This design comes from an exercise in tuning for small area on the open sky130 flow, not from production work.
The RTL was checked by simulation tests, not by an equivalence proof against the original design.
Power figures rest on the tool's default switching activity, not on a simulated workload.

==> flow/design.v <==
module aoi222 (input wire a0, a1, b0, b1, c0, c1, output wire y);
	assign y = ~((a0 & a1) | (b0 & b1) | (c0 & c1));
endmodule
module nand4 (input wire a, b, c, d, output wire y);
	assign y = ~(a & b & c & d);
endmodule
module nand2b (input wire an, b, output wire y);
	assign y = an | ~b;
endmodule
module rd_bit (input wire [14:0] sel, input wire [14:0] w, output wire y);
	wire [4:0] t;
	wire v;
	genvar k;
	generate for (k = 0; k < 5; k = k + 1) begin : g_tri
		aoi222 a (sel[3*k], w[3*k], sel[3*k+1], w[3*k+1], sel[3*k+2], w[3*k+2], t[k]);
	end endgenerate
	nand4 n0 (t[0], t[1], t[2], t[3], v);
	nand2b n1 (v, t[4], y);
endmodule
module and4 (input wire a, b, c, d, output wire y);
	assign y = a & b & c & d;
endmodule
module nor4 (input wire a, b, c, d, output wire y);
	assign y = ~(a | b | c | d);
endmodule
module andn (input wire a, bn, output wire y);
	assign y = a & ~bn;
endmodule
module and2 (input wire a, b, output wire y);
	assign y = a & b;
endmodule
module nor2 (input wire a, b, output wire y);
	assign y = ~(a | b);
endmodule
module xor2 (input wire a, b, output wire y);
	assign y = a ^ b;
endmodule
module xnor2 (input wire a, b, output wire y);
	assign y = ~(a ^ b);
endmodule
module ctrl (input wire [3:0] cnt, input wire wr, rd, reset,
             output wire full, empty, we, output wire [3:0] cnt_d, output wire last_re_d);
	wire re;
	wire [3:0] t, x;
	wire [2:0] e;
	and4  g_full  (cnt[0], cnt[1], cnt[2], cnt[3], full);
	nor4  g_empty (cnt[0], cnt[1], cnt[2], cnt[3], empty);
	andn  g_we    (wr, full, we);
	andn  g_re    (rd, empty, re);
	xor2  g_t0    (we, re, t[0]);
	genvar i;
	generate for (i = 0; i < 3; i = i + 1) begin : g_chain
		xnor2 g_e (cnt[i], we, e[i]);
		and2  g_t (t[i], e[i], t[i+1]);
	end endgenerate
	generate for (i = 0; i < 4; i = i + 1) begin : g_next
		xnor2 g_x (cnt[i], t[i], x[i]);
		nor2  g_n (reset, x[i], cnt_d[i]);
	end endgenerate
	andn  g_lr    (re, reset, last_re_d);
endmodule
module dec2e (input wire [1:0] a, input wire en, output wire [3:0] y);
	assign y[0] = en & ~a[1] & ~a[0];
	assign y[1] = en & ~a[1] &  a[0];
	assign y[2] = en &  a[1] & ~a[0];
	assign y[3] = en &  a[1] &  a[0];
endmodule
module dec2 (input wire [1:0] a, output wire [3:0] y);
	assign y[0] = ~a[1] & ~a[0];
	assign y[1] = ~a[1] &  a[0];
	assign y[2] =  a[1] & ~a[0];
	assign y[3] =  a[1] &  a[0];
endmodule
module dec (input wire [3:0] cnt, input wire en, output wire [14:0] sel);
	wire [3:0] lo, hi;
	dec2e dl (cnt[1:0], en, lo);
	dec2  dh (cnt[3:2], hi);
	genvar k;
	generate for (k = 0; k < 15; k = k + 1) begin : g_dec
		and2 n (lo[k % 4], hi[k / 4], sel[k]);
	end endgenerate
endmodule
module fifo(input wire clk, reset, wr, rd, input wire [15:0] d_in,
            output wire full, empty, output wire [15:0] d_out);
	reg [3:0] cnt;       
	reg last_re;         
	reg [239:0] sr;      
	wire we, last_re_d;
	wire [3:0] cnt_d;
	ctrl c0 (cnt, wr, rd, reset, full, empty, we, cnt_d, last_re_d);
	always @(posedge clk) begin
		cnt     <= cnt_d;
		last_re <= last_re_d;
	end
	always @(posedge clk)
		if (we) sr <= {sr[223:0], d_in};
	wire [14:0] sel;
	dec d0 (cnt, last_re, sel);
	genvar k, b;
	generate for (b = 0; b < 16; b = b + 1) begin : g_rd
		wire [14:0] col;
		for (k = 0; k < 15; k = k + 1) begin : g_col
			assign col[k] = sr[16*k + b];
		end
		rd_bit r (sel, col, d_out[b]);
	end endgenerate
endmodule
clock: 5.0 ns
lec_check: 0
cap_margin: 20
core_margin: 2
core_utilization: 70
place_density: 0.85
slew_margin: 20
synth_hierarchical: 1
synth_minimum_keep_size: 0
standard.sh (not shown) runs the stock make flow with config.mk's settings and CLKGATE_MAP_FILE= SYNTH_SCRIPT=/design/flow/synth_recipe.tcl, a recipe that flattens the netlist after the stock synthesis.
==> flow/flow/run.sh <==
#!/bin/bash
# The standard ORFS flow (standard.sh, which also runs the standard
# synthesis), with three changes to how the layout is made:
#  - ports are buffered with the smallest buffer (buf_1) instead of the
#    default clkdlybuf4s50_1;
#  - CTS clusters about 20 registers per clkbuf_8 under a clkbuf_4 root
#    and adds no dummy loads;
#  - after placement repair, gates are sized down where timing and the
#    slew/capacitance limits allow, see post_resize.tcl and downsize.tcl.
set -euo pipefail
here=$(pwd)
export BUFFER_PORTS_ARGS="-buffer_cell sky130_fd_sc_hd__buf_1"
export CTS_ARGS="-sink_clustering_enable -repair_clock_nets -dont_use_dummy_load -buf_list sky130_fd_sc_hd__clkbuf_8 -sink_clustering_size 20 -sink_clustering_max_diameter 60 -root_buf sky130_fd_sc_hd__clkbuf_4"
export POST_RESIZE_TCL="$here/flow/post_resize.tcl"
bash standard.sh finish > "$here/flow_make.log" 2>&1
Other scripts of this flow, unchanged in this note and not shown: flow/flow/downsize.tcl, flow/flow/post_resize.tcl
Rerun with:
==> flow/flow/run.sh (replaced) <==
#!/bin/bash
# The standard ORFS flow (standard.sh, which also runs the standard
# synthesis), with three changes to how the layout is made:
#  - ports are buffered with the smallest buffer (buf_1) instead of the
#    default clkdlybuf4s50_1;
#  - CTS clusters about 21 registers per clkbuf_8 under a clkbuf_4 root
#    and adds no dummy loads;
#  - after placement repair, gates are sized down where timing and the
#    slew/capacitance limits allow, see post_resize.tcl and downsize.tcl.
set -euo pipefail
here=$(pwd)
export BUFFER_PORTS_ARGS="-buffer_cell sky130_fd_sc_hd__buf_1"
export CTS_ARGS="-sink_clustering_enable -repair_clock_nets -dont_use_dummy_load -buf_list sky130_fd_sc_hd__clkbuf_8 -sink_clustering_size 21 -sink_clustering_max_diameter 70 -root_buf sky130_fd_sc_hd__clkbuf_4"
export POST_RESIZE_TCL="$here/flow/post_resize.tcl"
bash standard.sh finish > "$here/flow_make.log" 2>&1
=> Synthesized area stays the same. Setup slack degrades by 0.029 ns. Count of clock-buffer cells in the layout went down by 1. Power went down by 0.31%. Final area is about the same.

## what the ideal ports hide
In the flow no input, the clock included, has a driving cell. The finished layouts below were timed again as built, in two steps.
Step 1: set_driving_cell puts a clkbuf_16 on clk and a buf_2 on each other input, an assumption about the parent block.
Step 2, shift: input delay + t, output delay - t, t = (earliest + latest rising clock arrival at the registers) / 2. This alone moves slack from input paths to output paths.
a / b / c = ideal ports / drivers / drivers and shift; a / b = the first two.
| run | t, ns | setup WS [ns] | worst setup path after step 2 | latest minus earliest clock arrival (ns) | pins driven straight from the clock port |
|---|---|---|---|---|---|
| the first run | 0.609 | 1.046 / 1.011 / 1.621 | register to output | 0.037 / 0.037 | 1 |
| the second run | 0.599 | 1.016 / 0.985 / 1.584 | register to output | 0.013 / 0.014 | 1 |
After both steps every run listed still meets setup and hold.
